Context: an optimization exercise on an open-source flow, tuned for small area. The choices shown serve that exercise and are no tape-out recipe. Where RTL was checked, it was by simulation tests only, not by an equivalence proof against the original. No activity file was given, so power comes from the tool's default toggle rates.

Setup of red:
## top
module top (
	input  btn_up,
	input  btn_dn,
	input  clk,
	input  rst,
	input  cw,
	input  ccw,
	input  arm_up,
	input  arm_down,
	input  load_line_up,
	input  load_line_down,
	output wire [7:0] uart_data,
	output wire tx,
	output wire [6:0] seg,
	output wire [3:0] an
);
    reg  [1:0] speed;
    wire speed_up, speed_dn;   
    wire live;                 
    debouncer db_up   (.clk(clk), .rst(rst), .live(live), .btn(btn_up), .btn_db(speed_up));
    debouncer db_down (.clk(clk), .rst(rst), .live(live), .btn(btn_dn), .btn_db(speed_dn));
    always @(posedge clk or posedge rst) begin
        if (rst)
            speed <= 2'b00;
        else if (speed_dn && speed != 2'b00)
            speed <= speed - 2'b01;
        else if (speed_up && speed != 2'b11)
            speed <= speed + 2'b01;
    end
    transmit tx_module (
        .cw(cw), .ccw(ccw),
        .arm_up(arm_up), .arm_down(arm_down),
        .load_line_up(load_line_up), .load_line_down(load_line_down),
        .speed(speed),
        .uart_send_byte(uart_data)
    );
    uart_tx uart_module (.clk(clk), .rst(rst), .data_in(uart_data), .tx(tx));
    sev_seg_display display (.clk(clk), .rst(rst), .data_in(uart_data), .seg(seg), .an(an), .live(live));
endmodule
For scale: roughly 290 cells after synthesis, ~30 I/O pins.
==> module uart_tx, before the edit <==
module uart_tx (
    input clk,
    input rst,
    input [7:0] data_in,
    output reg tx
);
    localparam [1:0] IDLE = 2'd0, LOAD = 2'd1, SEND = 2'd3, DONE = 2'd2;
    localparam [13:0] TFIRE = 14'b10010111110000;
    localparam [13:0] TMASK = 14'b01111111111111;   
    localparam [13:0] TINV  = 14'b01010101010101;
    localparam [13:0] UFIRE = TFIRE ^ TINV;
    reg [1:0]  state;
    reg [7:0]  last_data;
    reg [13:0] u;
    reg [7:0]  ring;
    localparam [3:0] KSTART = 4'b0010;
    localparam [3:0] KINV   = 4'b1010;
    reg [3:0]  kb;
    wire [3:0] k = kb ^ KINV;
    wire [13:0] c = u ^ TINV;
    wire hit  = ((c & TMASK) == (TFIRE & TMASK));
    wire send = (state == SEND);
    wire load = (state == LOAD);
    wire start = ~k[2] & ~k[0];         
    wire high  = ~k[3] & ~k[1];         
    wire fin   = k[2] & ~k[1] & k[0];   
    always @(posedge clk or posedge rst) begin
        if (rst) begin
            state     <= IDLE;
            tx        <= 1'b1;
            last_data <= 8'b0;
        end else begin
            case (state)
                IDLE: begin
                    last_data <= data_in;
                    if (data_in != last_data) state <= LOAD;
                end
                LOAD: state <= SEND;
                SEND: if (hit) begin
                    tx <= ~start & (high | ring[7]);
                    if (fin) state <= DONE;
                end
                DONE: state <= IDLE;
            endcase
        end
    end
    always @(posedge clk) begin
        u    <= send ? {~u[12:0], c[13] ^ c[0] ^ hit ^ TINV[0]} : UFIRE;
        ring <= load ? {data_in[7], data_in[0], data_in[1], data_in[2],
                        data_in[3], data_in[4], data_in[5], data_in[6]}
                     : {ring[6:0], ring[7]};
        kb   <= load ? KSTART ^ KINV : {~kb[2:0], k[3] ^ k[0] ^ KINV[0]};
    end
endmodule
==> module top, before the edit <==
module top (
	input  btn_up,
	input  btn_dn,
	input  clk,
	input  rst,
	input  cw,
	input  ccw,
	input  arm_up,
	input  arm_down,
	input  load_line_up,
	input  load_line_down,
	output wire [7:0] uart_data,
	output wire tx,
	output wire [6:0] seg,
	output wire [3:0] an
);
    reg  [1:0] speed;
    wire speed_up, speed_dn;   
    wire live;                 
    debouncer db_up   (.clk(clk), .rst(rst), .live(live), .btn(btn_up), .btn_db(speed_up));
    debouncer db_down (.clk(clk), .rst(rst), .live(live), .btn(btn_dn), .btn_db(speed_dn));
    always @(posedge clk or posedge rst) begin
        if (rst)
            speed <= 2'b00;
        else if (speed_dn && speed != 2'b00)
            speed <= speed - 2'b01;
        else if (speed_up && speed != 2'b11)
            speed <= speed + 2'b01;
    end
    transmit tx_module (
        .cw(cw), .ccw(ccw),
        .arm_up(arm_up), .arm_down(arm_down),
        .load_line_up(load_line_up), .load_line_down(load_line_down),
        .speed(speed),
        .uart_send_byte(uart_data)
    );
    uart_tx uart_module (.clk(clk), .rst(rst), .data_in(uart_data), .tx(tx));
    sev_seg_display display (.clk(clk), .rst(rst), .data_in(uart_data), .seg(seg), .an(an), .live(live));
endmodule
clock: 10.0 ns
lec_check: 0
cap_margin: 20
core_margin: 2
core_utilization: 65
slew_margin: 20
standard.sh (not shown) runs the stock make flow with config.mk's settings and CLKGATE_MAP_FILE= SYNTH_SCRIPT=/design/flow/synth_recipe.tcl, a recipe that flattens the netlist after the stock synthesis.
==> flow/flow/run.sh <==
#!/bin/bash
# The standard layout (standard.sh), with these changes:
# - after the standard synthesis, each combinational cell is given its
#   smallest-area drive strength, the strongest of equal area (downsize.py;
#   registers are not touched), since
#   the 10 ns clock leaves ample slack; the resizer still repairs slew and
#   capacitance afterwards;
# - the port buffers use the smallest buffer cell;
# - clock tree synthesis uses clkbuf_4 and no dummy load cells.
# Each step's full output goes to its own log file here.
set -e
R=$PWD/orfs/results/$FLOW_PLATFORM/top/base
export BUFFER_PORTS_ARGS="-buffer_cell sky130_fd_sc_hd__buf_1"
export CTS_ARGS="-sink_clustering_enable -repair_clock_nets -dont_use_dummy_load -buf_list sky130_fd_sc_hd__clkbuf_4"
bash standard.sh $R/1_2_yosys.v > synth.log 2>&1
python3 flow/downsize.py $FLOW_HOME/platforms/$FLOW_PLATFORM/lib/sky130_fd_sc_hd__tt_025C_1v80.lib $R/1_2_yosys.v > downsize.log 2>&1
bash standard.sh > standard.log 2>&1
Other scripts of this flow, unchanged in this note and not shown: flow/flow/downsize.py
Both conditions hold for red: the flow ran to the end and the final layout passed the timing, design-rule and antenna checks.
The following lists how blue was set up differently from red:
diff --git a/flow/design.v b/flow/design.v
--- a/flow/design.v
+++ b/flow/design.v
@@ -62,21 +62,23 @@
 endmodule
 `timescale 1ns/1ps
 module uart_tx (
     input clk,
     input rst,
     input [7:0] data_in,
+    input live,             
     output reg tx
 );
     localparam [1:0] IDLE = 2'd0, LOAD = 2'd1, SEND = 2'd3, DONE = 2'd2;
     localparam [13:0] TFIRE = 14'b10010111110000;
     localparam [13:0] TMASK = 14'b01111111111111;   
     localparam [13:0] TINV  = 14'b01010101010101;
     localparam [13:0] UFIRE = TFIRE ^ TINV;
     reg [1:0]  state;
     reg [7:0]  last_data;
+    wire changed = live ? (data_in != last_data) : (data_in != 8'b0);
     reg [13:0] u;
     reg [7:0]  ring;
     localparam [3:0] KSTART = 4'b0010;
     localparam [3:0] KINV   = 4'b1010;
     reg [3:0]  kb;
     wire [3:0] k = kb ^ KINV;
@@ -88,29 +90,26 @@
     wire high  = ~k[3] & ~k[1];         
     wire fin   = k[2] & ~k[1] & k[0];   
     always @(posedge clk or posedge rst) begin
         if (rst) begin
             state     <= IDLE;
             tx        <= 1'b1;
-            last_data <= 8'b0;
         end else begin
             case (state)
-                IDLE: begin
-                    last_data <= data_in;
-                    if (data_in != last_data) state <= LOAD;
-                end
+                IDLE: if (changed) state <= LOAD;
                 LOAD: state <= SEND;
                 SEND: if (hit) begin
                     tx <= ~start & (high | ring[7]);
                     if (fin) state <= DONE;
                 end
                 DONE: state <= IDLE;
             endcase
         end
     end
     always @(posedge clk) begin
+        if (state == IDLE) last_data <= data_in;
         u    <= send ? {~u[12:0], c[13] ^ c[0] ^ hit ^ TINV[0]} : UFIRE;
         ring <= load ? {data_in[7], data_in[0], data_in[1], data_in[2],
                         data_in[3], data_in[4], data_in[5], data_in[6]}
                      : {ring[6:0], ring[7]};
         kb   <= load ? KSTART ^ KINV : {~kb[2:0], k[3] ^ k[0] ^ KINV[0]};
     end
@@ -210,9 +209,9 @@
         .cw(cw), .ccw(ccw),
         .arm_up(arm_up), .arm_down(arm_down),
         .load_line_up(load_line_up), .load_line_down(load_line_down),
         .speed(speed),
         .uart_send_byte(uart_data)
     );
-    uart_tx uart_module (.clk(clk), .rst(rst), .data_in(uart_data), .tx(tx));
+    uart_tx uart_module (.clk(clk), .rst(rst), .data_in(uart_data), .live(live), .tx(tx));
     sev_seg_display display (.clk(clk), .rst(rst), .data_in(uart_data), .seg(seg), .an(an), .live(live));
 endmodule
Results
Reported for red and blue, hold violation count in the final report turned out identical to the last digit. blue vs red, slowest library cell on the worst path: sky130_fd_sc_hd__ha_1 vs sky130_fd_sc_hd__nand2b_1. blue vs red — wire length after detailed routing dropped by a few percent. red → blue: final cell count went down 27; total area of sequential cells has increased. Going from red to blue, the final period utilization was found to have gone up by 0.49 points. Summary of blue over red: proportion of total power due to net switching held; switching power went up; worst path setup slack after routing now smaller; largest voltage drop on the vdd net moved down. From red to blue the numbers moved as follows: post-layout minimum cycle time climbed 49 ps, post-route cell area increased 31 um^2.
No functional check of the RTL was part of any run of this note.

* * *

top, a different RTL version from the one above (not shown whole).
For scale: ~260 cells after synthesis, roughly 80 flip-flops, about 30 I/O pins.
==> module tcounter, before the edit <==
module tcounter (
    input        clk,
    input        rst,
    input        clear,
    output       done
    );
   localparam [6:0] START = 7'b0010001;
   localparam [6:0] INV = 7'b0101010;
   localparam [6:0] BSTART = START ^ INV;
   reg [6:0] b;
   wire [6:0] c = b ^ INV;
   wire      low6 = &c[5:0];
   assign    done = low6 & c[6];
   wire      fb   = ~(c[6] ^ c[0]) | low6;
   always @(posedge clk or posedge rst)
     if (rst) b[6] <= INV[6];
     else     b[6] <= clear ? BSTART[6] : ~b[5];
   always @(posedge clk)
     b[5:0] <= clear ? BSTART[5:0] : {~b[4:0], fb ^ INV[0]};
endmodule
==> module uart_tx, before the edit <==
module uart_tx (
    input clk,
    input rst,
    input [7:0] data_in,
    output reg tx
);
    localparam [1:0] IDLE = 2'd0, LOAD = 2'd1, SEND = 2'd3, DONE = 2'd2;
    localparam [13:0] TFIRE = 14'b10010111110000;
    localparam [13:0] TMASK = 14'b01111111111111;   
    localparam [13:0] TINV  = 14'b01010101010101;
    localparam [13:0] UFIRE = TFIRE ^ TINV;
    reg [1:0]  state;
    reg [7:0]  last_data;
    reg [9:0]  sh;
    reg [13:0] u;
    wire [13:0] c = u ^ TINV;
    wire hit  = ((c & TMASK) == (TFIRE & TMASK));
    wire send = (state == SEND);
    wire fire = send & hit;
    wire fin  = ~|sh;
    always @(posedge clk or posedge rst) begin
        if (rst) begin
            state     <= IDLE;
            tx        <= 1'b1;
            last_data <= 8'b0;
        end else begin
            case (state)
                IDLE: begin
                    last_data <= data_in;
                    if (data_in != last_data) state <= LOAD;
                end
                LOAD: state <= SEND;
                SEND: if (hit) begin
                    tx <= sh[0] | fin;
                    if (fin) state <= DONE;
                end
                DONE: state <= IDLE;
            endcase
        end
    end
    always @(posedge clk) begin
        if (state == LOAD)
            sh <= {1'b1, data_in, 1'b0};
        else if (fire)
            sh <= {1'b0, sh[9:1]};
        u <= send ? {~u[12:0], c[13] ^ c[0] ^ hit ^ TINV[0]} : UFIRE;
    end
endmodule
==> flow/config.mk <==
export PLATFORM = sky130hd
export DESIGN_NAME = top
export DESIGN_NICKNAME = top
export VERILOG_FILES = /design/flow/design.v
export SDC_FILE = /design/flow/constraint.sdc
export NUM_CORES = 4
export LEC_CHECK = 0
export CAP_MARGIN = 20
export CORE_MARGIN = 2
export CORE_UTILIZATION = 65
export SLEW_MARGIN = 20
==> flow/constraint.sdc <==
create_clock -name core_clock -period 10.0 [get_ports {clk}]
set_input_delay 2.0000 -clock core_clock [delete_from_list [all_inputs] [get_ports {clk}]]
set_output_delay 2.0000 -clock core_clock [all_outputs]
set_load 0.01 [all_outputs]
==> flow/flow/run.sh <==
#!/bin/bash
# The standard layout (standard.sh), with two changes: the port buffers
# use the smallest buffer cell, and clock tree synthesis uses clkbuf_4 and
# no dummy load cells. The full make output goes to standard.log.
export BUFFER_PORTS_ARGS="-buffer_cell sky130_fd_sc_hd__buf_1"
export CTS_ARGS="-sink_clustering_enable -repair_clock_nets -dont_use_dummy_load -buf_list sky130_fd_sc_hd__clkbuf_4"
bash standard.sh > standard.log 2>&1
Edit:
--- a/flow/design.v
+++ b/flow/design.v
@@ -5,20 +5,17 @@
     input        clear,
     output       done
     );
    localparam [6:0] START = 7'b0010001;
-   localparam [6:0] INV = 7'b0101010;
-   localparam [6:0] BSTART = START ^ INV;
-   reg [6:0] b;
-   wire [6:0] c = b ^ INV;
+   reg [6:0] c;
    wire      low6 = &c[5:0];
    assign    done = low6 & c[6];
    wire      fb   = ~(c[6] ^ c[0]) | low6;
    always @(posedge clk or posedge rst)
-     if (rst) b[6] <= INV[6];
-     else     b[6] <= clear ? BSTART[6] : ~b[5];
+     if (rst) c[6] <= 1'b0;
+     else     c[6] <= clear ? START[6] : c[5];
    always @(posedge clk)
-     b[5:0] <= clear ? BSTART[5:0] : {~b[4:0], fb ^ INV[0]};
+     c[5:0] <= clear ? START[5:0] : {c[4:0], fb};
 endmodule
 `timescale 1ns/1ps
 module debouncer (
    input  clk,
@@ -71,15 +68,12 @@
 );
     localparam [1:0] IDLE = 2'd0, LOAD = 2'd1, SEND = 2'd3, DONE = 2'd2;
     localparam [13:0] TFIRE = 14'b10010111110000;
     localparam [13:0] TMASK = 14'b01111111111111;   
-    localparam [13:0] TINV  = 14'b01010101010101;
-    localparam [13:0] UFIRE = TFIRE ^ TINV;
     reg [1:0]  state;
     reg [7:0]  last_data;
     reg [9:0]  sh;
-    reg [13:0] u;
-    wire [13:0] c = u ^ TINV;
+    reg [13:0] c;
     wire hit  = ((c & TMASK) == (TFIRE & TMASK));
     wire send = (state == SEND);
     wire fire = send & hit;
     wire fin  = ~|sh;
@@ -107,9 +101,9 @@
         if (state == LOAD)
             sh <= {1'b1, data_in, 1'b0};
         else if (fire)
             sh <= {1'b0, sh[9:1]};
-        u <= send ? {~u[12:0], c[13] ^ c[0] ^ hit ^ TINV[0]} : UFIRE;
+        c <= send ? {c[12:0], c[13] ^ c[0] ^ hit} : TFIRE;
     end
 endmodule
 module sev_seg_display (
         input clk,
=>
- The new run completed with no timing, DRC or antenna violations
- clock skew grows by 0.011 ns
- wire length grows by about 2%
- power grows by about 24%
- setup slack gets better by 0.039 ns
- design area grows by about 1%
- register-to-register slack gets worse by 0.10 ns
- combinational power grows by about 140%
- non-clock buffer count is unchanged
- hold slack gets worse by 0.011 ns
- area after synthesis grows by about 1.4%
- via count shrinks by 2.3%
- fmax grows by about 0.8%

[static timing again, ports no longer ideal]
Ports are ideal in the flow. The routed layouts listed here were re-timed in OpenROAD.
Step 1: set_driving_cell puts a clkbuf_16 on clk and a buf_2 on each other input, an assumption about the parent block.
Step 2 moves the port delays by t, midway between the first and last clock arrival at a register: inputs arrive t later, outputs are due t later. That takes back most of the time a late clock gives input paths.
a / b / c = ideal / step 1 / step 2; a / b = the first two.
run | shift t [ns] | slack for setup (ns) | worst setup path at the end | worst slew at a driven data input, ns
red | 0.422 | 5.470 / 5.448 / 5.448 | input to output | 0.03
blue | 0.417 | 5.420 / 5.394 / 5.394 | input to output | 0.03
the first run of note 2 | 0.420 | 5.281 / 5.257 / 5.257 | input to output | 0.03
the second run of note 2 | 0.418 | 5.320 / 5.294 / 5.294 | input to output | 0.04
After both steps setup and hold are still met in every run listed.
